This design comes from an exercise in tuning for small area, a short achievable clock period and few clock cycles per item on the open sky130 flow, not from production work.
Where RTL was checked, it was by simulation tests only, not by an equivalence proof against the original.
The RTL of runs 2, 3 and 6 to 8 was laid out without a check of its function.

===== config.mk =====
export PLATFORM = sky130hd
export DESIGN_NAME = RSA_decrypt
export DESIGN_NICKNAME = RSA_decrypt
export VERILOG_FILES = /design/flow/design.v
export SDC_FILE = /design/flow/constraint.sdc
export NUM_CORES = 4
export LEC_CHECK = 0
export CAP_MARGIN = 20
export CORE_MARGIN = 2
export CORE_UTILIZATION = 40
export SLEW_MARGIN = 20

===== run.sh =====
#!/bin/bash
# synth_recipe.tcl (not shown) runs the flow's synth.tcl, then flattens the netlist and writes it again
# the make line also repeats each setting of config.mk as NAME=value (left out here)
make -C /OpenROAD-flow-scripts/flow DESIGN_CONFIG=/design/flow/config.mk WORK_HOME=/design/flow/orfs CLKGATE_MAP_FILE= SYNTH_SCRIPT=/design/flow/synth_recipe.tcl finish

===== constraint.sdc =====
create_clock -name core_clock -period 5.5 [get_ports {clk}]
set_input_delay 1.1000 -clock core_clock [delete_from_list [all_inputs] [get_ports {clk}]]
set_output_delay 1.1000 -clock core_clock [all_outputs]
set_load 0.01 [all_outputs]

===== design.v =====
module RSA_decrypt #(parameter WIDTH = 8)(
    input                clk,
    input                rst_n,
    input                start,
    input  [2*WIDTH-1:0] c,
    input  [2*WIDTH-1:0] d,
    input  [2*WIDTH-1:0] n,
    output [2*WIDTH-1:0] m_decrypted,
    output reg           finish
);
localparam IDLE  = 3'd0;
localparam NORM  = 3'd1;
localparam STEP  = 3'd2;
localparam CONV  = 3'd3;
localparam FIX   = 3'd4;
localparam SHIFT = 3'd5;
localparam OP_INIT = 2'd0;
localparam OP_SQ   = 2'd1;
localparam OP_MUL  = 2'd2;
localparam OP_FIX  = 2'd3;
reg  [2:0]  state;
reg  [1:0]  op;
reg  [16:0] r;       
reg  [15:0] a;       
reg  [15:0] nn;      
reg  [16:0] dd;      
reg  [3:0]  k;       
reg  [4:0]  j;       
reg         xb;      
reg  [17:0] vs, vc;  
assign m_decrypted = r[15:0];
wire        neg  = j[4];                         
wire [18:0] ax   = {{2{r[16]}}, r} ^ {19{neg}};
wire [18:0] x1   = {vs, xb & neg};
wire [18:0] x2   = {vc, 1'b0};
wire [18:0] x3   = ax & {19{xb}};
wire [18:0] s1   = x1 ^ x2 ^ x3;
wire [18:0] c1   = {(x1[17:0] & x2[17:0]) | (x1[17:0] & x3[17:0]) | (x2[17:0] & x3[17:0]), 1'b0};
wire [5:0]  west = s1[18:13] + c1[18:13];
wire signed [5:0] ws = west;
wire        n14  = nn[14];
wire        qz_e = (ws >= -6'sd4) && (ws < 6'sd0);
wire        qp_e = !ws[5];
wire        q2_e = n14 ? ((ws < -6'sd10) || (ws >= 6'sd8)) : ((ws < -6'sd8) || (ws >= 6'sd6));
wire        fixs = (state == FIX);
wire        qz   = fixs ? !r[16] : qz_e;
wire        qp   = fixs ? 1'b0   : qp_e;
wire        q2   = fixs ? 1'b0   : q2_e;
wire [18:0] mag  = q2 ? {2'b00, nn, 1'b0} : {3'b000, nn};
wire [18:0] mm   = qz ? 19'd0 : (qp ? ~mag : mag);
wire [18:0] c1i  = {c1[18:1], qp & !qz};
wire [18:0] s2   = s1 ^ c1i ^ mm;
wire [18:0] c2   = {(s1[17:0] & c1i[17:0]) | (s1[17:0] & mm[17:0]) | (c1i[17:0] & mm[17:0]), 1'b0};
wire [16:0] vsum = vs[16:0] + vc[16:0];
wire        run   = (state == STEP) || (state == FIX);
wire [3:0]  jend  = (op == OP_SQ) ? k : 4'd0;
wire        last  = (j[3:0] == jend) && !j[4];
wire [4:0]  jn    = j - 5'd1;
wire        xsq   = r[jn];
wire        xmul  = a[jn[3:0]];
wire        dlast = (dd[15:0] == 16'h8000);
always @(posedge clk) begin
    vs <= run ? s2[17:0] : 18'd0;
    vc <= run ? c2[17:0] : 18'd0;
end
always @(posedge clk or negedge rst_n) begin
    if (!rst_n) begin
        state  <= IDLE;
        finish <= 1'b0;
    end else begin
        finish <= 1'b0;
        case (state)
        IDLE:  if (start) state <= NORM;
        NORM:  if ((nn[15] | nn[14]) & (dd[16] | dd[15])) state <= STEP;
        STEP:  if (last) state <= CONV;
        FIX:   state <= CONV;
        CONV:  begin
            if (op == OP_FIX) begin
                if (k == 4'd0) begin state <= IDLE; finish <= 1'b1; end
                else state <= SHIFT;
            end else if (!dd[16] && dlast) state <= FIX;
            else state <= STEP;
        end
        SHIFT: if (k == 4'd1) begin state <= IDLE; finish <= 1'b1; end
        default: state <= IDLE;
        endcase
    end
end
always @(posedge clk) begin
    case (state)
    IDLE: if (start) begin
        r  <= {1'b0, c};
        a  <= c;
        nn <= n;
        dd <= {d, 1'b1};
        k  <= 4'd0;
    end
    NORM: begin
        if (!nn[15]) begin
            nn <= {nn[14:0], 1'b0};
            k  <= k + 4'd1;
        end
        if (!dd[16]) dd <= {dd[15:0], 1'b0};
        if ((nn[15] | nn[14]) & (dd[16] | dd[15])) begin
            dd[16] <= 1'b0;
            op     <= OP_INIT;
            j      <= {1'b0, k + {3'b000, !nn[15]}};
            xb     <= 1'b1;
        end
    end
    STEP: begin
        j  <= jn;
        xb <= (op == OP_SQ) ? xsq : (op == OP_MUL) ? xmul : 1'b0;
    end
    CONV: begin
        if (op != OP_FIX) begin
            r <= vsum;
            if (dd[16]) begin
                dd[16] <= 1'b0;
                op     <= OP_MUL;
                j      <= 5'd15;
                xb     <= a[15];
            end else if (dlast) begin
                op     <= OP_FIX;
                xb     <= 1'b1;
                j      <= 5'd0;
            end else begin
                dd     <= {dd[15:0], 1'b0};
                op     <= OP_SQ;
                j      <= 5'd16;
                xb     <= vsum[16];
            end
        end else begin
            r <= vsum;
        end
    end
    SHIFT: begin
        r <= {1'b0, r[16:1]};
        k <= k - 4'd1;
    end
    default: ;
    endcase
end
endmodule

==> run_results.csv, run 1 <==
group,metric,value,unit
outcome,status,"timing/DRC/antenna clean",
cts,cts_resized,0,
synthesis,ys_seq_area_share,38.6,%
cts,clk_latency,430,ps
global_route,grt-ovfl-total,0,
synthesis,synth_edf_count,78,
timing,finalHoldViolCount,0,
die,core_area,20100,um2
placement,dp_cells,1109,
timing,rsz0062_at_grt,"no",
cells_and_area,area_growth,17.3,%
synthesis,netlist_top_cells_area,"edfxtp_1, dfxtp_1, fa_1",
setup_path,criticalPathCategory,"reg2reg",
worst_hold_path,hp-class,"reg2reg",
global_route,track_usage,19.6,%
route,wl_per_cell,17.8,um
setup_path,worstPathRequired,5820,ps
die,rows,52,
timing,holdWs,581,ps
setup_path,reg2reg_from,"j[4]",
synthesis,synth_area_per_cell,9.87,um2
die,dieArea,21500,um2
cells_and_area,final_nets,973,
route,viasPerCell,5.43,
setup_path,end_kind,"flop",
cts,clk_pin_slew,60,ps
timing,setup_ws,660,ps
cts,cts_sinks,117,
cts,cts_tree,"yes",
setup_path,path_cells,"buf_4 -> xor2_1 -> and2_1 -> fa_1 -> fa_1 -> and3_1 -> or3_1 -> and4_1 -> a22oi_2 -> o21ai_1 -> nor4b_1 -> or3b_1 -> fa_1 -> and2_1",
setup_path,arrival,5160,ps
timing,finalMaxSlewViolations,0,
synthesis,ys_top_cells_by_count,"nand2_1, edfxtp_1, inv_1",
setup_path,cp-start-kind,"flop",
synthesis,syn_inst,824,
timing,maxSlewHeadroom,43.1,%
cts,cts_root_buf,"clkbuf_16",
placement,routabilityCongestion,0.853,
cells_and_area,postLayoutCoreUtil,47.5,%
synthesis,ys.flop_type,"edfxtp_1",
synthesis,ys_ff_latch,117,
cells_and_area,drive_above_1_share,8.84,%
setup_path,slowest_delay,610,ps
global_route,grt_pass1_vias,5956,
setup_path,cp_common_cell,"fa_1",
synthesis,synth-async-reset-ratio,3.42,%
setup_path,crit_family,"simple AND/OR/NAND/NOR gates",
cts,cts_buffers,17,
synthesis,syn_nets,939,
global_route,grt_max_degree,35,
run,drv_cap,0,
route,drtIter0Drc,410,
timing,fin_crit_sh,88.0,%
synthesis,yosysTopAreaCellShare,28.8,%
synthesis,yosysUniqueCellTypes,71,
placement,numPortBuffers,67,
placement,place_area,8910,um2
cts,cts.hold.buffers_added,0,
setup_path,crit_start,"j[4]",
worst_hold_path,hp-start,"dd[9]",
die,initial_utilization,40.5,%
cells_and_area,layout.cells.non_filler,1141,
synthesis,syn_area,8140,um2
timing,fin_crit,4840,ps
route,drtAntennaViolNets,0,
setup_path,crit_slowest_cell,"a22oi_2",
cells_and_area,postLayoutCellArea,9540,um2
setup_path,crit_buf_inv,1,
global_route,antenna_found_initial,0,
synthesis,yosys.area.top_type,"edfxtp_1",
cts,clock_path_buffers,2,
die,ioPinCount,68,
timing,finClkSkew,12.6,ps
placement,dp_hpwl,14800,um
cells_and_area,antenna_cells,0,
route,vias,6201,
global_route,grt_pass1_wl,32700,um
cts,post_cts_buffers,0,
placement,post-place-ws,672,ps
route,drt_first_pass_iters,5,
timing,setup_tns,0,ps
die,die_w,147,um
synthesis,yosysWarnings,1,
cts,h-tree-depth,4,
timing,setup_violations,0,
die,die-height,147,um
setup_path,worstPathMaxFanout,16,
timing,worst_pin_slew,851,ps
synthesis,synth_most_common_cell,"nand2_1",
route,wl,20300,um
route,drcViolationCount,0,
timing,max_freq,207,MHz
==> cells by family (layout without fill, tap and decap cells) <==
kind of cell    after synthesis  after routing  share of synthesized area [%]
fa+ha+maj                    64             64                           13.1
buf+inv                     132            179                           7.10
mux                          36             36                           6.14
xor+xnor                     40             40                           4.47
compound gates              207            207                           17.2
simple gates                228            228                           13.4
flops                       117            117                           38.6
==> registers in the layout, indices dropped and copies added (netlist names), 2 cells and up <==
| name | count |
|---|---|
| state | 3 |
| a | 16 |
| j | 5 |
| nn | 16 |
| vc | 17 |
| r | 17 |
| k | 4 |
| op | 2 |
| dd | 17 |
| vs | 18 |
==> layout make-up <==
cell class / instances / area (um2)
Fill cell: 1905 / 10600
Multi-Input combinational cell: 575 / 4420
Sequential cell: 117 / 3140
Timing Repair Buffer: 78 / 753
Clock buffer: 17 / 425
Tap cell: 270 / 338
Inverter: 69 / 259
Clock inverter: 15 / 204
==> placed cells by master, fill, tap and decap left out, types with 3 or more instances in the layout <==
master,Yosys,final
nand2_1,88,88
edfxtp_1,78,78
inv_1,69,69
clkdlybuf4s50_1,0,67
nor2_1,53,53
o21ai_0,44,42
and2_1,37,37
o22ai_1,35,35
fa_1,35,35
dfxtp_1,35,35
a21oi_1,34,34
ha_1,29,29
xor2_1,26,26
mux2_2,18,18
o211ai_1,17,17
clkbuf_16,0,17
o211a_1,15,15
xnor2_1,13,13
buf_4,17,11
mux4_2,9,9
mux2i_1,8,8
nor4_1,8,8
nor3_1,8,7
nand3_1,6,6
a21o_1,6,6
a22oi_1,6,6
nor3b_1,5,5
clkinv_4,0,5
o32ai_1,4,4
o21a_1,4,4
a31oi_1,4,4
o21ai_1,2,4
bufinv_16,0,4
dfrtp_1,4,4
a221oi_1,3,3
and4_1,3,3
nand2b_1,3,3
a221o_1,3,3
or3_1,3,3
and3_1,3,3
==> worst register-to-register path, cell delays in order, from the launching register on <==
cell and delay [ps]:
edfxtp_1 480, buf_4 280, xor2_1 170, and2_1 180, fa_1 520, fa_1 470
and3_1 190, or3_1 380, and4_1 250, a22oi_2 610, o21ai_1 190, nor4b_1 310
or3b_1 170, fa_1 400, and2_1 140
==> worst paths after layout <==
check	end	slack, ps	cells after the start
setup / recovery	vs[1]	660	14
hold / removal	dd[10]	580	1
setup reg to reg	vs[1]	660	14
hold reg to reg	dd[10]	580	1
max in group asynchronous	finish	4460	1
min in group asynchronous	state[2]	880	1
==> layer usage <==
metal | share of wire [%] | GRT usage (%)
met5 | 0 | 0
met4 | 1.9 | 6.07
met3 | 5.8 | 3.97
met2 | 44 | 29.4
met1 | 48 | 28.6
Testbench counts, summed over its fixed seeds: cycles 4,612, ops 12.
==> run 2, diff against run 1 <==
--- a/design.v
+++ b/design.v
@@ -25,15 +25,13 @@
 reg  [15:0] nn;      
 reg  [16:0] dd;      
 reg  [3:0]  k;       
-reg  [4:0]  j;       
+reg  [3:0]  j;       
 reg         xb;      
 reg  [17:0] vs, vc;  
 assign m_decrypted = r[15:0];
-wire        neg  = j[4];                         
-wire [18:0] ax   = {{2{r[16]}}, r} ^ {19{neg}};
-wire [18:0] x1   = {vs, xb & neg};
+wire [18:0] x1   = {vs, 1'b0};
 wire [18:0] x2   = {vc, 1'b0};
-wire [18:0] x3   = ax & {19{xb}};
+wire [18:0] x3   = {{2{r[16]}}, r} & {19{xb}};
 wire [18:0] s1   = x1 ^ x2 ^ x3;
 wire [18:0] c1   = {(x1[17:0] & x2[17:0]) | (x1[17:0] & x3[17:0]) | (x2[17:0] & x3[17:0]), 1'b0};
 wire [5:0]  west = s1[18:13] + c1[18:13];
@@ -54,14 +52,23 @@
 wire [16:0] vsum = vs[16:0] + vc[16:0];
 wire        run   = (state == STEP) || (state == FIX);
 wire [3:0]  jend  = (op == OP_SQ) ? k : 4'd0;
-wire        last  = (j[3:0] == jend) && !j[4];
-wire [4:0]  jn    = j - 5'd1;
+wire        last  = (j == jend);
+wire [3:0]  jn    = j - 4'd1;
 wire        xsq   = r[jn];
-wire        xmul  = a[jn[3:0]];
+wire        xmul  = a[jn];
 wire        dlast = (dd[15:0] == 16'h8000);
+reg  [3:0]  amsb;
+integer i;
+always @(*) begin
+    amsb = 4'd0;
+    for (i = 0; i < 16; i = i + 1)
+        if (a[i]) amsb = i;
+end
+wire        tosq  = (state == CONV) && (op != OP_FIX) && !dd[16] && !dlast;
+wire        sneg  = tosq & vsum[16];
 always @(posedge clk) begin
-    vs <= run ? s2[17:0] : 18'd0;
-    vc <= run ? c2[17:0] : 18'd0;
+    vs <= run ? s2[17:0] : ({18{sneg}} & ~{vsum[16], vsum});
+    vc <= run ? c2[17:0] : {17'd0, sneg};
 end
 always @(posedge clk or negedge rst_n) begin
     if (!rst_n) begin
@@ -104,7 +111,7 @@
         if ((nn[15] | nn[14]) & (dd[16] | dd[15])) begin
             dd[16] <= 1'b0;
             op     <= OP_INIT;
-            j      <= {1'b0, k + {3'b000, !nn[15]}};
+            j      <= k + {3'b000, !nn[15]};
             xb     <= 1'b1;
         end
     end
@@ -118,17 +125,17 @@
             if (dd[16]) begin
                 dd[16] <= 1'b0;
                 op     <= OP_MUL;
-                j      <= 5'd15;
-                xb     <= a[15];
+                j      <= amsb;
+                xb     <= a[amsb];
             end else if (dlast) begin
                 op     <= OP_FIX;
                 xb     <= 1'b1;
-                j      <= 5'd0;
+                j      <= 4'd0;
             end else begin
                 dd     <= {dd[15:0], 1'b0};
                 op     <= OP_SQ;
-                j      <= 5'd16;
-                xb     <= vsum[16];
+                j      <= 4'd15;
+                xb     <= vsum[15];
             end
         end else begin
             r <= vsum;
--- a/config.mk
+++ b/config.mk
@@ -5,7 +5,9 @@
 export SDC_FILE = /design/flow/constraint.sdc
 export NUM_CORES = 4
 export LEC_CHECK = 0
+export ABC_AREA = 1
 export CAP_MARGIN = 20
 export CORE_MARGIN = 2
 export CORE_UTILIZATION = 40
+export SETUP_SLACK_MARGIN = 1.5
 export SLEW_MARGIN = 20
==> run_results.csv, run 2 <==
group,metric,value,unit
outcome,status,"timing/DRC/antenna clean",
timing,rsz0062_at_grt,"yes",
timing,worst_pin_slew,1100,ps
global_route,grt_max_degree,35,
timing,finClkSkew,11.4,ps
synthesis,ys_seq_area_share,39.8,%
synthesis,yosysWarnings,1,
synthesis,ys_ff_latch,117,
synthesis,ys.flop_type,"edfxtp_1",
cts,cts_root_buf,"clkbuf_16",
cts,cts.hold.buffers_added,0,
worst_hold_path,hp-class,"reg2reg",
setup_path,cp-start-kind,"flop",
die,core_area,19400,um2
synthesis,syn_area,7880,um2
cts,h-tree-depth,4,
timing,fin_crit,4020,ps
synthesis,yosysTopAreaCellShare,29.4,%
cts,cts_buffers,17,
die,die_w,144,um
route,drtAntennaViolNets,0,
global_route,grt_pass1_vias,6412,
timing,maxSlewHeadroom,26.6,%
route,vias,6619,
cts,cts_sinks,117,
cells_and_area,final_cell_mix,"nand2_1, inv_1, nand3_1",
global_route,track_usage,20.8,%
timing,max_freq,249,MHz
timing,setup_ws,1480,ps
cts,cts_tree,"yes",
timing,setup_violations,0,
die,rows,51,
synthesis,yosysUniqueCellTypes,46,
cells_and_area,drive_above_1_share,10.9,%
synthesis,syn_inst,956,
placement,routabilityCongestion,0.898,
die,initial_utilization,40.6,%
route,wl,20900,um
cts,clock_path_buffers,2,
cells_and_area,antenna_cells,0,
cells_and_area,final_nets,1151,
cts,clk_pin_slew,60,ps
cts,clk_latency,430,ps
synthesis,syn_nets,1071,
setup_path,end_kind,"flop",
synthesis,synth_most_common_cell,"nand2_1",
synthesis,ys_top_cells_by_count,"nand2_1, inv_1, nand3_1",
timing,setup_tns,0,ps
setup_path,criticalPathCategory,"reg2reg",
synthesis,synth-async-reset-ratio,3.42,%
timing,finalMaxSlewViolations,0,
cells_and_area,reg.largest.list,"vc x18, vs x18",
placement,numPortBuffers,67,
die,die-height,144,um
synthesis,yosys.area.top_type,"edfxtp_1",
die,ioPinCount,68,
setup_path,worstPathMaxFanout,6,
setup_path,worstPathRequired,5770,ps
timing,finalHoldViolCount,0,
global_route,grt-ovfl-total,0,
route,wl_per_cell,15.9,um
placement,post-place-ws,1080,ps
setup_path,arrival,4290,ps
route,drt_first_pass_iters,6,
cells_and_area,mostFrequentLayoutCell,"nand2_1",
global_route,grt_pass1_wl,33200,um
route,drtIter0Drc,446,
synthesis,netlist_top_cells_area,"edfxtp_1, nand2_1, dfxtp_1",
run,drv_cap,0,
cells_and_area,area_growth,23.5,%
timing,fin_crit_sh,73.1,%
synthesis,synth_edf_count,77,
route,viasPerCell,5.04,
global_route,antenna_found_initial,0,
synthesis,synth_area_per_cell,8.24,um2
die,dieArea,20800,um2
route,drcViolationCount,0,
placement,dp_hpwl,15400,um
[run 2: final cells by class]
type	instances	area, um2
Fill cell	1863	9670
Multi-Input combinational cell	637	4070
Sequential cell	117	3130
Timing Repair Buffer	102	987
Inverter	161	608
Clock buffer	19	433
Tap cell	265	332
Clock inverter	13	163
[run 2: cells by family (layout without fill, tap and decap cells)]
group,Yosys count,count (layout),synth area share [%]
AOI/OAI and AO/OA,153,153,11.3
xor gates and xnor gates,32,32,3.65
adders and majority gates,64,64,13.5
buffers and inverters,204,295,10.7
DFF,117,117,39.8
and+or+nand+nor,386,388,21.0
[run 2: what timing repair did]
item / CTS / global route
setup endpoints to repair: 34 / 35
gates resized for setup: 17 / 29
gates cloned: 2 / 0
pin swaps: 10 / 22
buffers inserted: 15 / 10
[run 2: worst paths after layout]
path | startpoint | endpoint | slack (ps) | cells after the start
min reg2reg | dd[11] | dd[12] | 610 | 2
max reg2reg | xb | vs[8] | 1480 | 23
min in group asynchronous | rst_n | finish | 870 | 1
max | xb | vs[8] | 1480 | 23
max in group asynchronous | rst_n | state[2] | 4470 | 1
min | dd[11] | dd[12] | 610 | 2
[run 2: stage by stage]
| step | hold slack (ps) | cells | util (%) | instance area (um2) |
|---|---|---|---|---|
| 5_1_grt | 660 | 1314 | 50.2 | 9730 |
| 6_report | 610 | 1314 | 50.2 | 9730 |
| 4_1_cts | 606 | 1304 | 49.2 | 9540 |
| 3_5_place_dp | 594 | 1255 | 44.9 | 8710 |
| 3_3_place_gp | 591 | 1255 | 44.9 | 8710 |
| 2_1_floorplan | 574 | 956 | - | 7880 |
[run 2: layer usage]
| layer | vias to the layer above | GRT usage [%] | wire [um] |
|---|---|---|---|
| met2 | 192 | 32.3 | 9520 |
| met3 | 26 | 3.91 | 1100 |
| li1 | 3287 | - | - |
| met1 | 3114 | 29.4 | 9890 |
| met5 | - | 0 | 0 |
| met4 | 0 | 6.34 | 362 |
[run 2: worst max-delay path, cell delays in order (launching register included)]
cell and delay, ps:
edfxtp_1 450, nand2_1 120, inv_2 50, fa_2 610, ha_4 230, a21oi_4 130
nand2_1 60, nand2_1 80, nand2_1 70, a21oi_2 170, xor2_2 230, nor2_2 80
o21ai_2 70, nand2_2 80, a21oi_4 190, buf_12 140, nand2_8 60, buf_6 140
nand2_2 50, nand2_1 40, nand2_1 80, nand3_2 80, fa_1 550, o22ai_2 70
==> run 3, diff against run 2 <==
--- a/config.mk
+++ b/config.mk
@@ -9,5 +9,4 @@
 export CAP_MARGIN = 20
 export CORE_MARGIN = 2
 export CORE_UTILIZATION = 40
-export SETUP_SLACK_MARGIN = 1.5
 export SLEW_MARGIN = 20
==> run_results.csv, run 3 <==
group,metric,value,unit
outcome,status,"timing/DRC/antenna clean",
timing,finalHoldViolCount,0,
setup_path,crit_slowest_cell,"fa_1",
setup_path,criticalPathCategory,"reg2reg",
placement,numPortBuffers,67,
cells_and_area,n_fill_cell,1914,
route,drcViolationCount,0,
setup_path,arrival,4780,ps
setup_path,cp.depth,21,
die,die-height,144,um
cts,cts_sinks,117,
global_route,grt-ovfl-total,0,
setup_path,crit_buf_inv,2,
setup_path,setup.worst_path.end,"vs[15]",
global_route,track_usage,20.3,%
synthesis,synth_xor_area_share,3.65,%
cts,clk_latency,430,ps
setup_path,r2r_setup_slack,1040,ps
synthesis,synth_top_family_by_area,"simple AND/OR/NAND/NOR gates",
timing,max_freq,224,MHz
setup_path,slowest_delay,530,ps
synthesis,post_synth_fa_ha_maj_area_fraction,13.5,%
synthesis,synth_edf_count,77,
synthesis,ys_top_cells_by_count,"nand2_1, inv_1, nand3_1",
cts,cts_root_buf,"clkbuf_16",
cts,clk_pin_slew,60,ps
setup_path,r2r_cells,21,
die,dieArea,20800,um2
timing,finalMaxSlewViolations,0,
synthesis,synth_area_per_cell,8.24,um2
route,drt_first_pass_iters,5,
placement,routabilityCongestion,0.898,
setup_path,reg2reg_from,"xb",
synthesis,syn_area,7880,um2
synthesis,netlist_top_cells_area,"edfxtp_1, nand2_1, dfxtp_1",
cells_and_area,final_cell_mix,"nand2_1, inv_1, nand3_1",
die,rows,51,
setup_path,end_kind,"flop",
synthesis,yosysUniqueCellTypes,46,
cts,cts_tree,"yes",
cts,h-tree-depth,4,
timing,maxSlewHeadroom,29.8,%
cells_and_area,antenna_cells,0,
die,die_w,144,um
synthesis,syn_nets,1071,
die,ioPinCount,68,
cells_and_area,area_growth,18.2,%
synthesis,synth-async-reset-ratio,3.42,%
cts,cts_buffers,17,
route,wl,19900,um
setup_path,rr_endpoint,"vs[15]",
timing,finClkSkew,12.3,ps
cts,cts.hold.buffers_added,0,
synthesis,synth_most_common_cell,"nand2_1",
global_route,grt_pass1_vias,6272,
cells_and_area,final_nets,1124,
route,drtAntennaViolNets,0,
setup_path,worstPathMaxFanout,18,
cells_and_area,drive_above_1_share,5.28,%
synthesis,ys_seq_area_share,39.8,%
global_route,grt_max_degree,35,
cells_and_area,reg.largest.list,"vc x18, vs x18",
synthesis,synth_simple_gate_area_share,21.0,%
timing,setup_tns,0,ps
timing,setup_violations,0,
setup_path,crit_start,"xb",
global_route,antenna_found_initial,0,
synthesis,synth_compound_area_share,11.3,%
timing,holdWs,610,ps
placement,dp_cells,1255,
global_route,grt_pass1_wl,32400,um
worst_hold_path,hp-class,"reg2reg",
synthesis,yosysWarnings,1,
setup_path,cp_common_cell,"nand2_1",
route,drtIter0Drc,425,
setup_path,worstPathRequired,5810,ps
route,viasPerCell,4.99,
die,core_area,19400,um2
cells_and_area,mostFrequentLayoutCell,"nand2_1",
synthesis,synth.mux.area_fraction,0,%
timing,rsz0062_at_grt,"no",
synthesis,yosysTopAreaCellShare,29.4,%
setup_path,crit_family,"simple AND/OR/NAND/NOR gates",
cts,post_cts_buffers,0,
timing,worst_pin_slew,1050,ps
synthesis,ys.flop_type,"edfxtp_1",
timing,fin_crit,4460,ps
placement,dp_hpwl,15400,um
cts,cts_resized,0,
setup_path,cp-start-kind,"flop",
synthesis,yosys.area.top_type,"edfxtp_1",
run,drv_cap,0,
timing,fin_crit_sh,81.2,%
route,vias,6419,
die,initial_utilization,40.6,%
route,wl_per_cell,15.4,um
synthesis,syn_inst,956,
cells_and_area,layout.cells.non_filler,1287,
synthesis,ys_ff_latch,117,
setup_path,path_cells,"buf_4 -> nand2_1 -> inv_1 -> fa_1 -> ha_1 -> a21oi_1 -> nand2_1 -> nand2_1 -> nand2_1 -> a21oi_1 -> xor2_1 -> nand3_1 -> o21ai_1 -> nand2_2 -> nand2_4 -> nand2_1 -> nand3_1 -> nand2_1 -> nor2_1 -> fa_1 -> a22o_1",
cts,clock_path_buffers,2,
==> run 3: cell counts after synthesis <==
No cell type changed its count.
==> run 3: metrics by stage <==
stage | worst slack (ps) | util, % | area (um2)
floorplan | 1500 | - | 7880
global placement | 1140 | 44.9 | 8710
detailed placement | 1080 | 44.9 | 8710
CTS | 1060 | 48.0 | 9310
global route | 632 | 48.0 | 9310
finish | 1040 | 48.0 | 9310
==> run 3: layout make-up <==
class | instances | area, um2 | area share, %
repair buffers | 77 | 746 | 8.01
flip-flops and latches | 117 | 3130 | 33.7
clock buffers | 19 | 433 | 4.65
well taps | 265 | 332 | 3.56
clock inverters | 13 | 163 | 1.75
multi-input cells | 635 | 3900 | 41.9
inverters | 161 | 604 | 6.49
==> run 3: routing by layer <==
metal | part of all wire [%] | wire length [um] | vias to the layer above | track usage, %
met3 | 5.8 | 1150 | 21 | 3.91
met2 | 44 | 8780 | 177 | 31.2
li1 | - | - | 3230 | -
met5 | 0 | 0 | - | 0
met1 | 48 | 9630 | 2991 | 29.1
met4 | 1.5 | 295 | 0 | 6.34
==> run 3: worst min path at each step <==
stage | endpoint | startpoint | slack, ps | cells after the start
finish | dd[12] | dd[11] | 610 | 2
global route | dd[12] | dd[11] | 660 | 2
CTS | dd[12] | dd[11] | 610 | 2
detailed placement | dd[12] | dd[11] | 590 | 2
global placement | dd[12] | dd[11] | 590 | 2
floorplan | dd[11] | dd[10] | 570 | 2
==> run 3: worst register-to-register path, cell delays in order (launching register included) <==
cell	delay [ps]
edfxtp_1	490
buf_4	230
nand2_1	80
inv_1	70
fa_1	530
ha_1	240
a21oi_1	180
nand2_1	70
nand2_1	70
nand2_1	50
a21oi_1	150
xor2_1	270
nand3_1	160
o21ai_1	190
nand2_2	230
nand2_4	310
nand2_1	110
nand3_1	80
nand2_1	60
nor2_1	150
fa_1	430
a22o_1	210
==> run 3: cells by family after synthesis <==
logic type      count (synthesis)
simple gates                  386
buf+inv                       204
compound gates                153
flops                         117
fa+ha+maj                      64
xor+xnor                       32
==> run 4, diff against run 3 <==
--- a/design.v
+++ b/design.v
@@ -34,12 +34,12 @@
 wire [18:0] x3   = {{2{r[16]}}, r} & {19{xb}};
 wire [18:0] s1   = x1 ^ x2 ^ x3;
 wire [18:0] c1   = {(x1[17:0] & x2[17:0]) | (x1[17:0] & x3[17:0]) | (x2[17:0] & x3[17:0]), 1'b0};
-wire [5:0]  west = s1[18:13] + c1[18:13];
-wire signed [5:0] ws = west;
+wire [4:0]  west = s1[18:14] + c1[18:14];
+wire signed [4:0] ws = west;
 wire        n14  = nn[14];
-wire        qz_e = (ws >= -6'sd4) && (ws < 6'sd0);
-wire        qp_e = !ws[5];
-wire        q2_e = n14 ? ((ws < -6'sd10) || (ws >= 6'sd8)) : ((ws < -6'sd8) || (ws >= 6'sd6));
+wire        qz_e = (west[4:1] == 4'b1111);           
+wire        qp_e = !west[4];                         
+wire        q2_e = n14 ? ((ws < -5'sd5) || (ws >= 5'sd4)) : ((ws < -5'sd4) || (ws >= 5'sd3));
 wire        fixs = (state == FIX);
 wire        qz   = fixs ? !r[16] : qz_e;
 wire        qp   = fixs ? 1'b0   : qp_e;
==> flow/run.sh (new file) <==
#!/bin/bash
set -e
cp standard.sh standard_copy.sh.txt 2>/dev/null || true
export BUFFER_PORTS_ARGS="-buffer_cell sky130_fd_sc_hd__buf_1"
bash standard.sh > standard.log 2>&1
==> standard.sh (new file) <==
#!/bin/bash
# synth_recipe.tcl (not shown) runs the flow's synth.tcl, then flattens the netlist and writes it again
# the make line also repeats each setting of config.mk as NAME=value (left out here)
make -C /OpenROAD-flow-scripts/flow DESIGN_CONFIG=/design/flow/config.mk WORK_HOME=/design/flow/orfs CLKGATE_MAP_FILE= SYNTH_SCRIPT=/design/flow/synth_recipe.tcl "${@:-finish}"
--- a/config.mk
+++ b/config.mk
@@ -9,4 +9,6 @@
 export CAP_MARGIN = 20
 export CORE_MARGIN = 2
 export CORE_UTILIZATION = 40
+export CTS_BUF_LIST = sky130_fd_sc_hd__clkbuf_4 sky130_fd_sc_hd__clkbuf_8
+export SETUP_SLACK_MARGIN = 1.5
 export SLEW_MARGIN = 20
removed: run.sh
==> run_results.csv, run 4 <==
group,metric,value,unit
die,rows,50,
die,initial_utilization,41.1,%
synthesis,ys_ff_latch,117,
synthesis,syn_area,7770,um2
route,vias,6342,
cts,clk_latency,460,ps
die,core_area,18900,um2
timing,max_freq,246,MHz
setup_path,criticalPathCategory,"reg2reg",
route,viasPerCell,4.99,
timing,maxSlewHeadroom,34.1,%
cells_and_area,final_cell_mix,"nand2_1, inv_1, edfxtp_1",
route,drtAntennaViolNets,0,
placement,post-place-ws,702,ps
die,die_w,143,um
timing,finalHoldViolCount,0,
cts,clock_path_buffers,2,
timing,worst_pin_slew,981,ps
synthesis,yosys.area.top_type,"edfxtp_1",
global_route,grt_max_degree,36,
cts,cts.hold.buffers_added,0,
route,drtIter0Drc,571,
placement,dp_hpwl,14800,um
setup_path,cp-start-kind,"flop",
global_route,grt_pass1_vias,6220,
synthesis,synth-async-reset-ratio,3.42,%
timing,setup_violations,0,
setup_path,reg2reg_from,"xb",
outcome,status,"timing/DRC/antenna clean",
cts,cts_buffers,17,
timing,fin_crit_sh,74.0,%
setup_path,rr_endpoint,"vs[15]",
cells_and_area,antenna_cells,0,
synthesis,ys_seq_area_share,40.3,%
route,wl,19600,um
cells_and_area,reg.largest.list,"vc x18, vs x18",
timing,setup_ws,1430,ps
global_route,antenna_found_initial,0,
cells_and_area,final_nets,1114,
cts,cts_root_buf,"clkbuf_8",
cells_and_area,mostFrequentLayoutCell,"nand2_1",
route,drcViolationCount,0,
synthesis,synth_edf_count,77,
worst_hold_path,hp-class,"in2async",
global_route,track_usage,20.1,%
placement,numPortBuffers,67,
route,drt_first_pass_iters,5,
global_route,grt-ovfl-total,0,
synthesis,synth_most_common_cell,"nand2_1",
synthesis,netlist_top_cells_area,"edfxtp_1, nand2_1, dfxtp_1",
run,drv_cap,0,
cells_and_area,n_fill_cell,1910,
cts,cts_sinks,117,
cells_and_area,area_growth,11.8,%
cts,h-tree-depth,4,
synthesis,yosysTopAreaCellShare,29.7,%
route,wl_per_cell,15.4,um
setup_path,end_kind,"flop",
setup_path,crit_family,"adder cells",
die,die-height,143,um
setup_path,cp_common_cell,"nand2_1",
timing,rsz0062_at_grt,"yes",
synthesis,yosysWarnings,1,
setup_path,worstPathMaxFanout,17,
setup_path,slowest_delay,510,ps
setup_path,crit_slowest_cell,"fa_1",
synthesis,syn_nets,1051,
synthesis,ys_top_cells_by_count,"nand2_1, inv_1, edfxtp_1",
synthesis,synth_area_per_cell,8.31,um2
timing,fin_crit,4070,ps
timing,setup_tns,0,ps
cells_and_area,drive_above_1_share,9.09,%
timing,finClkSkew,17.1,ps
setup_path,r2r_cells,21,
global_route,grt_pass1_wl,31900,um
placement,routabilityCongestion,0.891,
synthesis,yosysUniqueCellTypes,50,
setup_path,worstPathRequired,5840,ps
setup_path,path_cells,"nand2_1 -> inv_1 -> fa_1 -> ha_2 -> inv_2 -> fa_2 -> or2_4 -> nand2_2 -> a21oi_2 -> xor2_2 -> nand2_2 -> nor2_2 -> a21oi_2 -> nand3_4 -> buf_12 -> nand2_1 -> nand3_1 -> nand2_1 -> nor2_2 -> fa_1 -> a22o_1",
synthesis,syn_inst,936,
cts,cts_tree,"yes",
cts,clk_pin_slew,80,ps
setup_path,arrival,4410,ps
setup_path,r2r_setup_slack,1430,ps
die,ioPinCount,68,
timing,finalMaxSlewViolations,0,
setup_path,crit_buf_inv,3,
die,dieArea,20600,um2
synthesis,ys.flop_type,"edfxtp_1",
run 4: cell types whose count changed after synthesis, moves of 3 or more:
cell,before,now
nor4_1,8,1
inv_1,157,147
nor2_1,47,61
o21ai_1,1,4
a221oi_1,3,0
nand2_1,216,211
nand3_1,88,62
run 4: layout make-up:
class,count,area [um2],share of cell area [%]
Clock inverter,10,56.3,0.648
Tap cell,260,325,3.74
Clock buffer,22,284,3.27
Multi-Input combinational cell,623,3900,44.9
Timing Repair Buffer,86,407,4.68
Sequential cell,117,3130,36.0
Inverter,154,588,6.76
run 4: cells by family (layout without fill, tap and decap cells):
| kind of cell | Yosys count | in the layout | synth area share, % |
|---|---|---|---|
| AO/OA/AOI/OAI | 161 | 161 | 11.9 |
| XOR/XNOR | 32 | 32 | 3.70 |
| adder cells (fa/ha/maj) | 64 | 64 | 13.7 |
| buffers and inverters | 196 | 272 | 10.7 |
| flip-flops | 117 | 117 | 40.3 |
| AND/OR/NAND/NOR | 366 | 366 | 19.7 |
run 4: worst register-to-register path: cells and delay by family, from the launching register on:
family	cells	cell delay [ps]
fa+ha+maj	4	1460
simple gates	10	1200
flops	1	430
compound gates	3	350
xor+xnor	1	280
buf+inv	3	240
run 4: metrics by stage:
stage / instances / hold WS [ps] / instance area, um2 / util, %
4_1_cts: 1270 / 456 / 8640 / 45.7
3_3_place_gp: 1230 / 587 / 8190 / 43.3
5_1_grt: 1272 / 463 / 8690 / 46.0
6_report: 1272 / 461 / 8690 / 46.0
3_5_place_dp: 1230 / 593 / 8190 / 43.4
2_1_floorplan: 936 / 574 / 7800 / -
run 4: per-layer routing:
layer,GRT usage [%],wire length (um),vias to the layer above
met5,0,0,-
met1,29.0,9370,2966
met3,4.37,1140,26
li1,-,-,3170
met2,30.6,8770,180
met4,5.42,272,0
run 4: worst max-delay path by stage:
stage                     startpoint     end  slack, ps  cells past startpoint
final                             xb  vs[15]       1430                     21
after global routing              xb  vs[15]       1130                     21
after CTS                      r[15]  vs[15]       1520                     20
after detailed placement          xb  vs[15]        700                     20
after global placement            xb  vs[15]        820                     20
after floorplan                   xb   vs[5]       1460                     22
run 4: timing repair:
item / 4_1_cts / 5_1_grt
buffers inserted: 8 / 2
setup endpoints to repair: 34 / 32
gates resized for setup: 10 / 11
pin swaps: 4 / 1
Testbench counts of run 4, summed over its fixed seeds: cycles 4,286, ops 12.
==> run 5, diff against run 4 <==
==> run.sh (new file) <==
#!/bin/bash
# synth_recipe.tcl (not shown) runs the flow's synth.tcl, then flattens the netlist and writes it again
# the make line also repeats each setting of config.mk as NAME=value (left out here)
make -C /OpenROAD-flow-scripts/flow DESIGN_CONFIG=/design/flow/config.mk WORK_HOME=/design/flow/orfs CLKGATE_MAP_FILE= SYNTH_SCRIPT=/design/flow/synth_recipe.tcl finish
removed: flow/run.sh
removed: standard.sh
==> run_results.csv, run 5 <==
group,metric,value,unit
outcome,status,"timing/DRC/antenna clean",
timing,maxSlewHeadroom,45.6,%
cells_and_area,reg.largest.list,"vc x18, vs x18",
synthesis,yosysUniqueCellTypes,50,
route,drcViolationCount,0,
setup_path,r2r_setup_slack,1460,ps
placement,dp_hpwl,14800,um
global_route,use_met1,28.8,%
cts,clk_latency,460,ps
worst_hold_path,hp-start,"dd[10]",
cells_and_area,antenna_cells,0,
timing,finalMaxSlewViolations,0,
placement,place_area,8610,um2
timing,setup_tns,0,ps
die,dieArea,20600,um2
cts,cts_tree,"yes",
setup_path,cp_common_cell,"nand2_2",
route,drtIter0Drc,374,
cts,clk_pin_slew,70,ps
setup_path,crit_slowest_cell,"fa_1",
placement,numPortBuffers,67,
synthesis,yosysWarnings,1,
route,wl_per_cell,15.4,um
synthesis,syn_inst,936,
die,rows,50,
cells_and_area,final_cell_mix,"nand2_1, inv_1, edfxtp_1",
cells_and_area,area_growth,21.0,%
synthesis,synth_edf_count,77,
synthesis,synth_area_per_cell,8.31,um2
synthesis,syn_nets,1051,
synthesis,ys.flop_type,"edfxtp_1",
timing,fin_crit_sh,73.4,%
cells_and_area,seq_area,3130,um2
synthesis,ys_seq_area_share,40.3,%
cells_and_area,postLayoutCoreUtil,49.8,%
timing,fin_crit,4040,ps
cells_and_area,final_nets,1123,
timing,finalHoldViolCount,0,
die,die_w,143,um
global_route,track_usage,19.8,%
worst_hold_path,hold_end,"dd[11]",
die,ioPinCount,68,
cts,cts_root_buf,"clkbuf_8",
global_route,antenna_found_initial,0,
setup_path,criticalPathCategory,"reg2reg",
synthesis,ys_ff_latch,117,
die,die-height,143,um
cells_and_area,n_fill_cell,1831,
global_route,grt_util_met3,3.70,%
timing,setup_violations,0,
synthesis,syn_area,7770,um2
setup_path,rr_endpoint,"vs[15]",
cts,cts_buffers,17,
synthesis,netlist_top_cells_area,"edfxtp_1, nand2_1, dfxtp_1",
timing,finClkSkew,8.91,ps
die,initial_utilization,41.1,%
route,wl,19700,um
cells_and_area,postLayoutCellArea,9410,um2
cts,cts.hold.buffers_added,0,
global_route,grt_max_degree,36,
synthesis,synth_most_common_cell,"nand2_1",
setup_path,arrival,4390,ps
cells_and_area,drive_above_1_share,11.3,%
route,drt_first_pass_iters,5,
global_route,grt-ovfl-total,0,
global_route,met2_usage,30.5,%
setup_path,worstPathRequired,5850,ps
setup_path,reg2reg_from,"xb",
timing,max_freq,248,MHz
route,drtAntennaViolNets,0,
synthesis,yosysTopAreaCellShare,29.7,%
worst_hold_path,hp-class,"reg2reg",
placement,routabilityCongestion,0.914,
synthesis,yosys.area.top_type,"edfxtp_1",
global_route,grt_pass1_wl,31300,um
route,vias,6314,
setup_path,worstPathMaxFanout,4,
cts,h-tree-depth,4,
timing,rsz0062_at_grt,"yes",
cells_and_area,mostFrequentLayoutCell,"nand2_1",
setup_path,cp-start-kind,"flop",
route,viasPerCell,4.93,
setup_path,path_cells,"nand2_1 -> inv_2 -> fa_1 -> ha_2 -> inv_2 -> fa_2 -> or2_4 -> nand2_2 -> a21oi_2 -> xor2_2 -> nand2_2 -> a21oi_2 -> o21ai_2 -> nand3_4 -> buf_6 -> nand2_2 -> nand3_2 -> nand2_2 -> nor2_4 -> fa_2 -> a22o_1",
cts,cts_sinks,117,
synthesis,synth-async-reset-ratio,3.42,%
setup_path,r2r_cells,21,
timing,worst_pin_slew,810,ps
global_route,top_usage_layer,"met2",
setup_path,slowest_delay,540,ps
worst_hold_path,holdPathStages,2,
synthesis,ys_top_cells_by_count,"nand2_1, inv_1, edfxtp_1",
cts,clock_path_buffers,2,
global_route,grt_pass1_vias,5979,
setup_path,end_kind,"flop",
run,drv_cap,0,
cells_and_area,multi_input_area,3970,um2
die,core_area,18900,um2
run 5: cells by family (layout without fill, tap and decap cells):
family | count (synthesis) | in the layout | synth area share, %
AO/OA/AOI/OAI | 161 | 161 | 11.9
XOR/XNOR | 32 | 32 | 3.70
adder cells (fa/ha/maj) | 64 | 64 | 13.7
buffers and inverters | 196 | 281 | 10.7
flip-flops | 117 | 117 | 40.3
AND/OR/NAND/NOR | 366 | 366 | 19.7
run 5: how the worst max path moves through the flow:
stage	from	end	slack (ps)	depth (start not counted)
after floorplan	xb	vs[5]	1460	22
after global placement	xb	vs[15]	790	20
after detailed placement	xb	vs[15]	730	20
after CTS	xb	vs[15]	1500	22
after global routing	xb	vs[15]	1250	22
final	xb	vs[15]	1460	21
run 5: area by class of cell:
| type | count | share of cell area [%] |
|---|---|---|
| multi-input cells | 623 | 42.2 |
| repair buffers | 95 | 9.79 |
| inverters | 154 | 6.29 |
| flip-flops and latches | 117 | 33.3 |
| clock inverters | 13 | 2.17 |
| well taps | 260 | 3.46 |
| clock buffers | 19 | 2.78 |
run 5: worst max-delay path: cells and delay by family, from the launching register on:
kind            cells  cell delay, ps
fa+ha+maj           4            1520
simple gates        9            1000
buf+inv             3             210
compound gates      4             510
xor+xnor            1             220
flops               1             460
run 5: metrics by stage:
step	cells	hold slack [ps]	worst slack, ps
after global routing	1281	658	1250
after floorplan	936	574	1460
after CTS	1273	621	1500
after global placement	1231	585	794
final	1281	617	1460
after detailed placement	1231	600	728
run 5: routing by layer:
metal,wire [um],part of all wire [%]
met4,175,0.89
met5,0,0
met2,8880,45
met3,975,4.9
met1,9690,49
run 5: timing repair:
action,in CTS,in global routing
setup endpoints to repair,34,32
resized for setup,12,39
hold endpoints to repair,0,0
setup buffers,10,8
cloned,0,0
pin swaps,7,23
==> run 6, diff against run 5 <==
--- a/design.v
+++ b/design.v
@@ -41,14 +41,19 @@
 wire        qp_e = !west[4];                         
 wire        q2_e = n14 ? ((ws < -5'sd5) || (ws >= 5'sd4)) : ((ws < -5'sd4) || (ws >= 5'sd3));
 wire        fixs = (state == FIX);
-wire        qz   = fixs ? !r[16] : qz_e;
-wire        qp   = fixs ? 1'b0   : qp_e;
-wire        q2   = fixs ? 1'b0   : q2_e;
-wire [18:0] mag  = q2 ? {2'b00, nn, 1'b0} : {3'b000, nn};
-wire [18:0] mm   = qz ? 19'd0 : (qp ? ~mag : mag);
-wire [18:0] c1i  = {c1[18:1], qp & !qz};
-wire [18:0] s2   = s1 ^ c1i ^ mm;
-wire [18:0] c2   = {(s1[17:0] & c1i[17:0]) | (s1[17:0] & mm[17:0]) | (c1i[17:0] & mm[17:0]), 1'b0};
+wire        addn  = fixs ? r[16] : (!qz_e && !qp_e && !q2_e);    
+wire        add2n = !fixs && !qp_e && q2_e;                      
+wire        subn  = !fixs && qp_e && !q2_e;                      
+wire        sub2n = !fixs && qp_e && q2_e;                       
+wire [18:0] n1   = {3'b000, nn};
+wire [18:0] n2   = {2'b00, nn, 1'b0};
+wire [18:0] mm   = ({19{addn}} & n1) | ({19{add2n}} & n2) | ({19{subn}} & ~n1) | ({19{sub2n}} & ~n2);
+wire [18:0] c1i  = {c1[18:1], subn | sub2n};
+wire [18:0] p2   = s1 ^ c1i;
+wire [18:0] g2   = s1 & c1i;
+wire [18:0] o2   = s1 | c1i;
+wire [18:0] s2   = p2 ^ mm;
+wire [18:0] c2   = {(mm[17:0] & o2[17:0]) | g2[17:0], 1'b0};
 wire [16:0] vsum = vs[16:0] + vc[16:0];
 wire        run   = (state == STEP) || (state == FIX);
 wire [3:0]  jend  = (op == OP_SQ) ? k : 4'd0;
==> flow/run.sh (new file) <==
#!/bin/bash
set -e
export BUFFER_PORTS_ARGS="-buffer_cell sky130_fd_sc_hd__buf_1"
bash standard.sh > standard.log 2>&1
==> standard.sh (new file) <==
#!/bin/bash
# synth_recipe.tcl (not shown) runs the flow's synth.tcl, then flattens the netlist and writes it again
# the make line also repeats each setting of config.mk as NAME=value (left out here)
make -C /OpenROAD-flow-scripts/flow DESIGN_CONFIG=/design/flow/config.mk WORK_HOME=/design/flow/orfs CLKGATE_MAP_FILE= SYNTH_SCRIPT=/design/flow/synth_recipe.tcl "${@:-finish}"
removed: run.sh
==> run_results.csv, run 6 <==
group,metric,value,unit
global_route,track_usage,20.8,%
route,viasPerCell,5.05,
die,dieArea,20500,um2
cts,clk_pin_slew,70,ps
synthesis,syn_nets,1037,
cells_and_area,mostFrequentLayoutCell,"nand2_1",
synthesis,ys_top_cells_by_count,"nand2_1, inv_1, edfxtp_1",
timing,finalMaxSlewViolations,0,
placement,routabilityCongestion,0.910,
cts,cts.hold.buffers_added,0,
die,die_w,143,um
route,vias,6364,
timing,finClkSkew,8.79,ps
setup_path,worstPathRequired,5840,ps
cts,cts_tree,"yes",
synthesis,syn_inst,922,
cts,cts_sinks,117,
synthesis,ys_seq_area_share,40.4,%
synthesis,ys_ff_latch,117,
setup_path,arrival,4450,ps
timing,setup_violations,0,
route,wl,20400,um
die,ioPinCount,68,
placement,dp_cells,1218,
cells_and_area,drive_above_1_share,10.2,%
cells_and_area,layout.cells.non_filler,1259,
die,core_area,18800,um2
synthesis,syn_area,7750,um2
cells_and_area,area_growth,15.7,%
timing,max_freq,243,MHz
cells_and_area,reg.largest.list,"vc x18, vs x18",
synthesis,synth_area_per_cell,8.40,um2
setup_path,cp-start-kind,"flop",
route,drtAntennaViolNets,0,
setup_path,crit_start,"xb",
route,drt_first_pass_iters,5,
cells_and_area,multi_input_area,4060,um2
timing,setup_ws,1390,ps
setup_path,worstPathMaxFanout,8,
die,die-height,143,um
timing,fin_crit,4110,ps
cells_and_area,final_nets,1102,
placement,post-place-ws,807,ps
cells_and_area,seq_area,3130,um2
synthesis,netlist_top_cells_area,"edfxtp_1, nand2_1, dfxtp_1",
global_route,grt-ovfl-total,0,
cts,h-tree-depth,4,
route,drcViolationCount,0,
die,initial_utilization,41.1,%
cts,clk_latency,450,ps
placement,numPortBuffers,67,
synthesis,synth-async-reset-ratio,3.42,%
route,wl_per_cell,16.2,um
setup_path,reg2reg_from,"xb",
worst_hold_path,hp-class,"in2async",
cts,cts_root_buf,"clkbuf_8",
synthesis,yosysUniqueCellTypes,46,
timing,maxSlewHeadroom,45.1,%
run,drv_cap,0,
timing,rsz0062_at_grt,"yes",
timing,fin_crit_sh,74.8,%
setup_path,end_kind,"flop",
synthesis,synth_edf_count,77,
cts,cts_buffers,17,
setup_path,criticalPathCategory,"reg2reg",
synthesis,ys.flop_type,"edfxtp_1",
global_route,grt_max_degree,36,
cts,clock_path_buffers,2,
cells_and_area,n_fill_cell,1797,
timing,worst_pin_slew,818,ps
global_route,grt_pass1_vias,6079,
outcome,status,"timing/DRC/antenna clean",
global_route,grt_pass1_wl,32300,um
placement,dp_hpwl,15400,um
synthesis,yosys.area.top_type,"edfxtp_1",
timing,holdWs,467,ps
synthesis,yosysTopAreaCellShare,29.8,%
global_route,antenna_found_initial,0,
route,drtIter0Drc,484,
cells_and_area,antenna_cells,0,
die,rows,50,
timing,setup_tns,0,ps
timing,finalHoldViolCount,0,
synthesis,yosysWarnings,1,
cells_and_area,final_cell_mix,"nand2_1, inv_1, edfxtp_1",
synthesis,synth_most_common_cell,"nand2_1",
run 6: repair_timing:
action / CTS / global route
gates resized for setup: 6 / 55
pin swaps: 5 / 36
setup buffers: 5 / 3
setup endpoints to repair: 34 / 33
gates cloned: 1 / 1
run 6: through the flow:
| step | instance area (um2) | util, % |
|---|---|---|
| 2_1_floorplan | 7770 | - |
| 3_3_place_gp | 8180 | 43.4 |
| 3_5_place_dp | 8180 | 43.4 |
| 4_1_cts | 8710 | 46.2 |
| 5_1_grt | 8960 | 47.6 |
| 6_report | 8960 | 47.6 |
run 6: worst max-delay path, stage by stage, from the launching register on:
cell and delay [ps]:
edfxtp_1 470, nand2_2 80, fa_1 520, inv_2 60
ha_4 160, fa_2 400, nand2_2 70, nand2_2 60
a21oi_4 240, xor2_2 210, o21ai_1 90, nand2_1 90
nand2_2 70, nand2_4 120, inv_4 60, nor3_4 310
buf_12 180, nand2_2 50, o2111ai_2 70, fa_1 450
a32o_1 210
run 6: layer usage:
metal	wire, um	vias to the layer above	track usage [%]
li1	-	3147	-
met1	9770	2987	30.5
met2	8870	207	30.7
met3	1390	23	4.53
met4	362	0	5.78
met5	0	-	0
run 6: final timing paths:
path	depth (start not counted)	end	slack, ps
hold reg to reg	2	dd[12]	560
hold / removal	1	finish	470
setup / recovery	20	vs[3]	1390
max in group asynchronous	1	state[1]	4860
setup reg to reg	20	vs[3]	1390
min in group core_clock	2	dd[12]	560
run 6: area by class of cell:
type	count	area share, %
inverter	151	6.39
clock inverter	13	2.09
tap	260	3.63
sequential	117	34.9
timing repair buffer	86	4.91
clock buffer	18	2.69
multi-input combinational	613	45.2
timing repair inverter	1	0.0837
run 6: kinds of logic (layout without fill, tap and decap cells):
kind of cell	count (synthesis)	count (layout)	share of synthesized area, %
buffers and inverters	192	269	10.4
xor gates and xnor gates	32	32	3.81
AOI/OAI and AO/OA	159	159	12.6
adders and majority gates	64	64	13.7
DFF	117	117	40.4
and+or+nand+nor	358	358	19.0
==> run 7, diff against run 6 <==
--- a/design.v
+++ b/design.v
@@ -34,7 +34,15 @@
 wire [18:0] x3   = {{2{r[16]}}, r} & {19{xb}};
 wire [18:0] s1   = x1 ^ x2 ^ x3;
 wire [18:0] c1   = {(x1[17:0] & x2[17:0]) | (x1[17:0] & x3[17:0]) | (x2[17:0] & x3[17:0]), 1'b0};
-wire [4:0]  west = s1[18:14] + c1[18:14];
+wire [4:0]  eg   = s1[18:14] & c1[18:14];
+wire [4:0]  ep   = s1[18:14] ^ c1[18:14];
+wire [4:0]  ecy;                                     
+assign ecy[0] = 1'b0;
+assign ecy[1] = eg[0];
+assign ecy[2] = eg[1] | (ep[1] & eg[0]);
+assign ecy[3] = eg[2] | (ep[2] & eg[1]) | (ep[2] & ep[1] & eg[0]);
+assign ecy[4] = eg[3] | (ep[3] & eg[2]) | (ep[3] & ep[2] & eg[1]) | (ep[3] & ep[2] & ep[1] & eg[0]);
+wire [4:0]  west = ep ^ ecy;
 wire signed [4:0] ws = west;
 wire        n14  = nn[14];
 wire        qz_e = (west[4:1] == 4'b1111);           
--- a/config.mk
+++ b/config.mk
@@ -10,5 +10,5 @@
 export CORE_MARGIN = 2
 export CORE_UTILIZATION = 40
 export CTS_BUF_LIST = sky130_fd_sc_hd__clkbuf_4 sky130_fd_sc_hd__clkbuf_8
-export SETUP_SLACK_MARGIN = 1.5
+export SETUP_SLACK_MARGIN = 0.8
 export SLEW_MARGIN = 20
==> run_results.csv, run 7 <==
group,metric,value,unit
outcome,status,"timing/DRC/antenna clean",
global_route,grt_pass1_vias,6050,
synthesis,syn_area,7710,um2
timing,fin_crit,4220,ps
cts,cts_resized,0,
cells_and_area,area_growth,10.9,%
global_route,track_usage,20.9,%
timing,setup_tns,0,ps
placement,routabilityCongestion,0.888,
cts,cts_tree,"yes",
die,die_w,143,um
timing,holdWs,479,ps
timing,finClkSkew,12.1,ps
cts,h-tree-depth,4,
route,wl_per_cell,16.3,um
route,viasPerCell,5.06,
cells_and_area,mostFrequentLayoutCell,"nand2_1",
synthesis,ys_seq_area_share,40.6,%
global_route,grt_pass1_wl,32400,um
placement,numPortBuffers,67,
route,drtAntennaViolNets,0,
cts,cts_buffers,17,
placement,place_area,8090,um2
cells_and_area,antenna_cells,0,
setup_path,rr_endpoint,"vs[13]",
route,vias,6256,
placement,dp_hpwl,15900,um
synthesis,syn_nets,1026,
route,drt_first_pass_iters,4,
setup_path,cp-start-kind,"flop",
setup_path,end_kind,"flop",
global_route,grt_max_degree,32,
die,initial_utilization,41.0,%
synthesis,ys_ff_latch,117,
cts,clk_pin_slew,70,ps
timing,rsz0062_at_grt,"no",
synthesis,synth_edf_count,77,
placement,dp_cells,1202,
setup_path,r2r_cells,18,
setup_path,r2r_setup_slack,1280,ps
setup_path,slowest_delay,560,ps
synthesis,yosysUniqueCellTypes,54,
die,die-height,143,um
timing,worst_pin_slew,921,ps
die,ioPinCount,68,
route,drtIter0Drc,478,
cts,cts_root_buf,"clkbuf_8",
synthesis,yosys.area.top_type,"edfxtp_1",
cells_and_area,n_fill_cell,1885,
timing,setup_violations,0,
synthesis,synth_most_common_cell,"nand2_1",
placement,post-place-ws,1080,ps
cts,cts_sinks,117,
cts,clock_path_buffers,2,
synthesis,synth_area_per_cell,8.46,um2
global_route,grt-ovfl-total,0,
cells_and_area,reg.largest.list,"vc x18, vs x18",
die,rows,50,
global_route,antenna_found_initial,0,
cells_and_area,final_nets,1078,
setup_path,cp_common_cell,"nand2_1",
timing,fin_crit_sh,76.7,%
route,drcViolationCount,0,
synthesis,ys_top_cells_by_count,"nand2_1, inv_1, edfxtp_1",
die,core_area,18800,um2
run,drv_cap,0,
timing,setup_ws,1280,ps
cts,clk_latency,450,ps
route,wl,20100,um
synthesis,synth-async-reset-ratio,3.42,%
die,dieArea,20400,um2
setup_path,reg2reg_from,"xb",
timing,maxSlewHeadroom,38.1,%
timing,finalHoldViolCount,0,
timing,finalMaxSlewViolations,0,
timing,max_freq,237,MHz
cells_and_area,drive_above_1_share,5.73,%
setup_path,worstPathRequired,5830,ps
setup_path,worstPathMaxFanout,16,
synthesis,netlist_top_cells_area,"edfxtp_1, nand2_1, dfxtp_1",
cells_and_area,layout.cells.non_filler,1237,
worst_hold_path,hp-class,"in2async",
synthesis,yosysTopAreaCellShare,30.0,%
setup_path,crit_slowest_cell,"edfxtp_1",
synthesis,ys.flop_type,"edfxtp_1",
synthesis,syn_inst,912,
cells_and_area,postLayoutCellArea,8550,um2
setup_path,path_cells,"nand2_4 -> fa_1 -> inv_1 -> ha_1 -> a21oi_1 -> nand2_1 -> a21o_1 -> xor2_2 -> inv_2 -> nand2_1 -> o21ai_1 -> o21ai_2 -> nand2_4 -> nor3_4 -> nand2_1 -> o2111ai_1 -> fa_1 -> a22o_1",
cells_and_area,final_cell_mix,"nand2_1, inv_1, edfxtp_1",
synthesis,yosysWarnings,1,
setup_path,arrival,4550,ps
setup_path,criticalPathCategory,"reg2reg",
## run 7: timing repair
action,in CTS,in global routing
hold buffers,0,0
endpoints found under the setup margin,0,15
setup buffers,0,3
## run 7: final cells by class
cell class	count	area [um2]	share of cell area, %
well taps	260	325	3.80
inverters	145	544	6.36
multi-input cells	608	3800	44.4
clock inverters	10	155	1.81
repair buffers	75	312	3.64
clock buffers	22	284	3.32
flip-flops and latches	117	3130	36.6
## run 7: routing by layer
layer / vias to the layer above / track usage [%] / routed length, um
met3: 26 / 3.89 / 1190
met5: - / 0 / 0
met4: 0 / 5.84 / 318
met1: 2944 / 31.1 / 9980
met2: 201 / 30.9 / 8650
li1: 3085 / - / -
## run 7: cells by family after synthesis
kind of cell    synth area share [%]
simple gates                    18.9
buf+inv                         10.1
compound gates                  12.8
flops                           40.6
fa+ha+maj                       13.6
xor+xnor                        3.96
## run 7: worst max-delay path by stage
stage,startpoint,to,slack [ps],depth (start not counted)
2_1_floorplan,xb,vs[15],1650,21
3_3_place_gp,xb,vs[3],1220,18
3_5_place_dp,xb,vs[2],1080,19
4_1_cts,xb,vs[2],1050,19
5_1_grt,xb,vs[10],900,19
6_report,xb,vs[13],1280,18
## run 7: critical path, delay by kind of cell (launching register included)
| family | cells | cell delay [ps] |
|---|---|---|
| flops | 1 | 560 |
| xor+xnor | 1 | 230 |
| fa+ha+maj | 3 | 1300 |
| buf+inv | 2 | 160 |
| compound gates | 6 | 860 |
| simple gates | 6 | 1000 |
## run 7: per-stage QoR
stage	utilization (%)
floorplan	-
global placement	43.0
detailed placement	43.0
CTS	45.3
global route	45.4
finish	45.4
==> run 8, diff against run 7 <==
--- a/config.mk
+++ b/config.mk
@@ -10,5 +10,5 @@
 export CORE_MARGIN = 2
 export CORE_UTILIZATION = 40
 export CTS_BUF_LIST = sky130_fd_sc_hd__clkbuf_4 sky130_fd_sc_hd__clkbuf_8
-export SETUP_SLACK_MARGIN = 0.8
+export SETUP_SLACK_MARGIN = 1.5
 export SLEW_MARGIN = 20
==> run_results.csv, run 8 <==
group,metric,value,unit
synthesis,ys_top_cells_by_count,"nand2_1, inv_1, edfxtp_1",
cts,cts_sinks,117,
placement,routabilityCongestion,0.888,
cts,clk_latency,450,ps
route,viasPerCell,5.11,
synthesis,yosysWarnings,1,
timing,finalHoldViolCount,0,
global_route,antenna_found_initial,0,
setup_path,worstPathMaxFanout,8,
cells_and_area,area_growth,15.3,%
synthesis,synth_edf_count,77,
synthesis,ys.flop_type,"edfxtp_1",
cells_and_area,final_cell_mix,"nand2_1, inv_1, edfxtp_1",
run,drv_cap,0,
route,drtIter0Drc,547,
global_route,grt-ovfl-total,0,
die,die_w,143,um
die,initial_utilization,41.0,%
setup_path,arrival,4260,ps
global_route,track_usage,21.0,%
setup_path,cp-start-kind,"flop",
timing,fin_crit_sh,71.7,%
synthesis,yosys.area.top_type,"edfxtp_1",
cts,cts_tree,"yes",
route,vias,6384,
setup_path,worstPathRequired,5820,ps
route,drtAntennaViolNets,0,
global_route,met2_usage,31.3,%
timing,finalMaxSlewViolations,0,
synthesis,yosysTopAreaCellShare,30.0,%
placement,post-place-ws,1080,ps
synthesis,syn_area,7710,um2
cells_and_area,drive_above_1_share,10.4,%
route,drt_first_pass_iters,5,
placement,numPortBuffers,67,
timing,worst_pin_slew,891,ps
cells_and_area,final_nets,1091,
route,wl,20900,um
placement,dp_cells,1202,
global_route,grt_max_degree,32,
cells_and_area,reg.largest.list,"vc x18, vs x18",
synthesis,synth-async-reset-ratio,3.42,%
cells_and_area,layout.cells.non_filler,1250,
synthesis,ys_seq_area_share,40.6,%
timing,maxSlewHeadroom,40.1,%
global_route,grt_util_met3,3.89,%
route,wl_per_cell,16.8,um
timing,fin_crit,3940,ps
cells_and_area,antenna_cells,0,
global_route,grt_pass1_vias,6078,
cts,clock_path_buffers,2,
die,ioPinCount,68,
cts,clk_pin_slew,70,ps
die,die-height,143,um
die,core_area,18800,um2
global_route,use_met1,31.1,%
outcome,status,"timing/DRC/antenna clean",
die,rows,50,
timing,max_freq,254,MHz
synthesis,yosysUniqueCellTypes,54,
route,drcViolationCount,0,
setup_path,end_kind,"flop",
placement,dp_hpwl,15900,um
timing,setup_violations,0,
synthesis,netlist_top_cells_area,"edfxtp_1, nand2_1, dfxtp_1",
cells_and_area,mostFrequentLayoutCell,"nand2_1",
cells_and_area,n_fill_cell,1845,
cts,cts_root_buf,"clkbuf_8",
synthesis,ys_ff_latch,117,
global_route,top_usage_layer,"met2",
synthesis,synth_most_common_cell,"nand2_1",
cts,cts_buffers,17,
timing,rsz0062_at_grt,"yes",
synthesis,syn_inst,912,
cts,h-tree-depth,4,
worst_hold_path,hp-class,"in2async",
synthesis,syn_nets,1026,
timing,finClkSkew,17.1,ps
die,dieArea,20400,um2
global_route,grt_pass1_wl,32500,um
synthesis,synth_area_per_cell,8.46,um2
setup_path,criticalPathCategory,"reg2reg",
timing,setup_tns,0,ps
timing,setup_ws,1560,ps
run 8: cell counts after synthesis:
No cell type changed its count.
run 8: per-layer routing:
| metal | routed length (um) | vias up |
|---|---|---|
| met2 | 9050 | 207 |
| li1 | - | 3118 |
| met3 | 1200 | 34 |
| met1 | 10300 | 3025 |
| met5 | 0 | - |
| met4 | 353 | 0 |
run 8: final timing paths:
kind                       startpoint       end  slack [ps]  cells after the start
max                                xb     vs[5]        1560                     20
min                             rst_n  state[0]         480                      1
max reg2reg                        xb     vs[5]        1560                     20
min reg2reg                    dd[12]    dd[13]         560                      2
max in group asynchronous       rst_n  state[1]        4840                      1
min in group core_clock        dd[12]    dd[13]         560                      2
run 8: cell type report:
type	count	area, um2	area share (%)
repair buffers	87	435	4.90
clock inverters	10	155	1.74
clock buffers	22	284	3.19
inverters	145	547	6.15
well taps	260	325	3.66
flip-flops and latches	117	3130	35.2
multi-input cells	609	4010	45.1
run 8: timing repair:
item,CTS,global route
pin swaps,1,33
cloned,0,2
hold buffers,0,0
gates resized for setup,4,45
buffers inserted,4,10
endpoints found under the setup margin,33,21
run 8: cell families (layout without fill, tap and decap cells):
family / count (synthesis) / after routing / synth area share [%]
buf+inv: 187 / 264 / 10.1
xor+xnor: 31 / 31 / 3.96
simple gates: 353 / 353 / 18.9
flops: 117 / 117 / 40.6
compound gates: 161 / 162 / 12.8
fa+ha+maj: 63 / 63 / 13.6
run 8: critical path, stage by stage, from the launching register on:
cell,delay (ps)
edfxtp_1,540
nand2_4,130
fa_1,540
inv_2,60
ha_4,220
a21oi_2,110
nand2_1,80
a21o_1,210
xor2_2,190
buf_4,160
nand2_2,60
o21ai_2,60
o21ai_2,100
nand2_4,120
nor3_4,250
clkbuf_16,220
nand2_1,60
o2111ai_2,90
fa_1,450
nand2_1,90
o21ai_1,80
run 8: stage by stage:
step                      hold WS [ps]  instance area (um2)  utilization [%]
after floorplan                    520                 7710                -
after detailed placement           542                 8090             43.0
after global placement             537                 8090             43.0
after global routing               462                 8890             47.2
after CTS                          465                 8590             45.6
final                              477                 8890             47.2

[port drivers added, routing unchanged]
In the flow no input, the clock included, has a driving cell. The finished layouts below were timed again as built, in two steps. Step 1 assumes that a clkbuf_16 drives the clock port and a buf_2 every other input. Step 2 moves the port delays by t, midway between the first and last clock arrival at a register: inputs arrive t later, outputs are due t later. That takes back most of the time a late clock gives input paths. Slacks: no drivers / after step 1 / after step 2; pairs: no drivers / after step 1.
| run | shift t [ns] | slack for setup (ns) | worst setup path after step 2 | latest minus earliest clock arrival (ns) | worst slew at a driven data input, ns |
|---|---|---|---|---|---|
| run 1 | 0.468 | 0.660 / 0.660 / 0.660 | register to register | 0.015 / 0.015 | 0.04 |
| run 2 | 0.462 | 1.481 / 1.481 / 1.481 | register to register | 0.013 / 0.012 | 0.04 |
| run 3 | 0.459 | 1.036 / 1.036 / 1.036 | register to register | 0.013 / 0.013 | 0.04 |
| run 4 | 0.485 | 1.431 / 1.431 / 1.431 | register to register | 0.019 / 0.020 | 0.04 |
| run 5 | 0.496 | 1.461 / 1.461 / 1.461 | register to register | 0.009 / 0.009 | 0.04 |
| run 6 | 0.483 | 1.388 / 1.388 / 1.388 | register to register | 0.009 / 0.009 | 0.04 |
| run 7 | 0.479 | 1.280 / 1.280 / 1.280 | register to register | 0.015 / 0.014 | 0.05 |
| run 8 | 0.483 | 1.557 / 1.557 / 1.557 | register to register | 0.017 / 0.017 | 0.05 |
After both steps setup and hold are still met in every run listed.
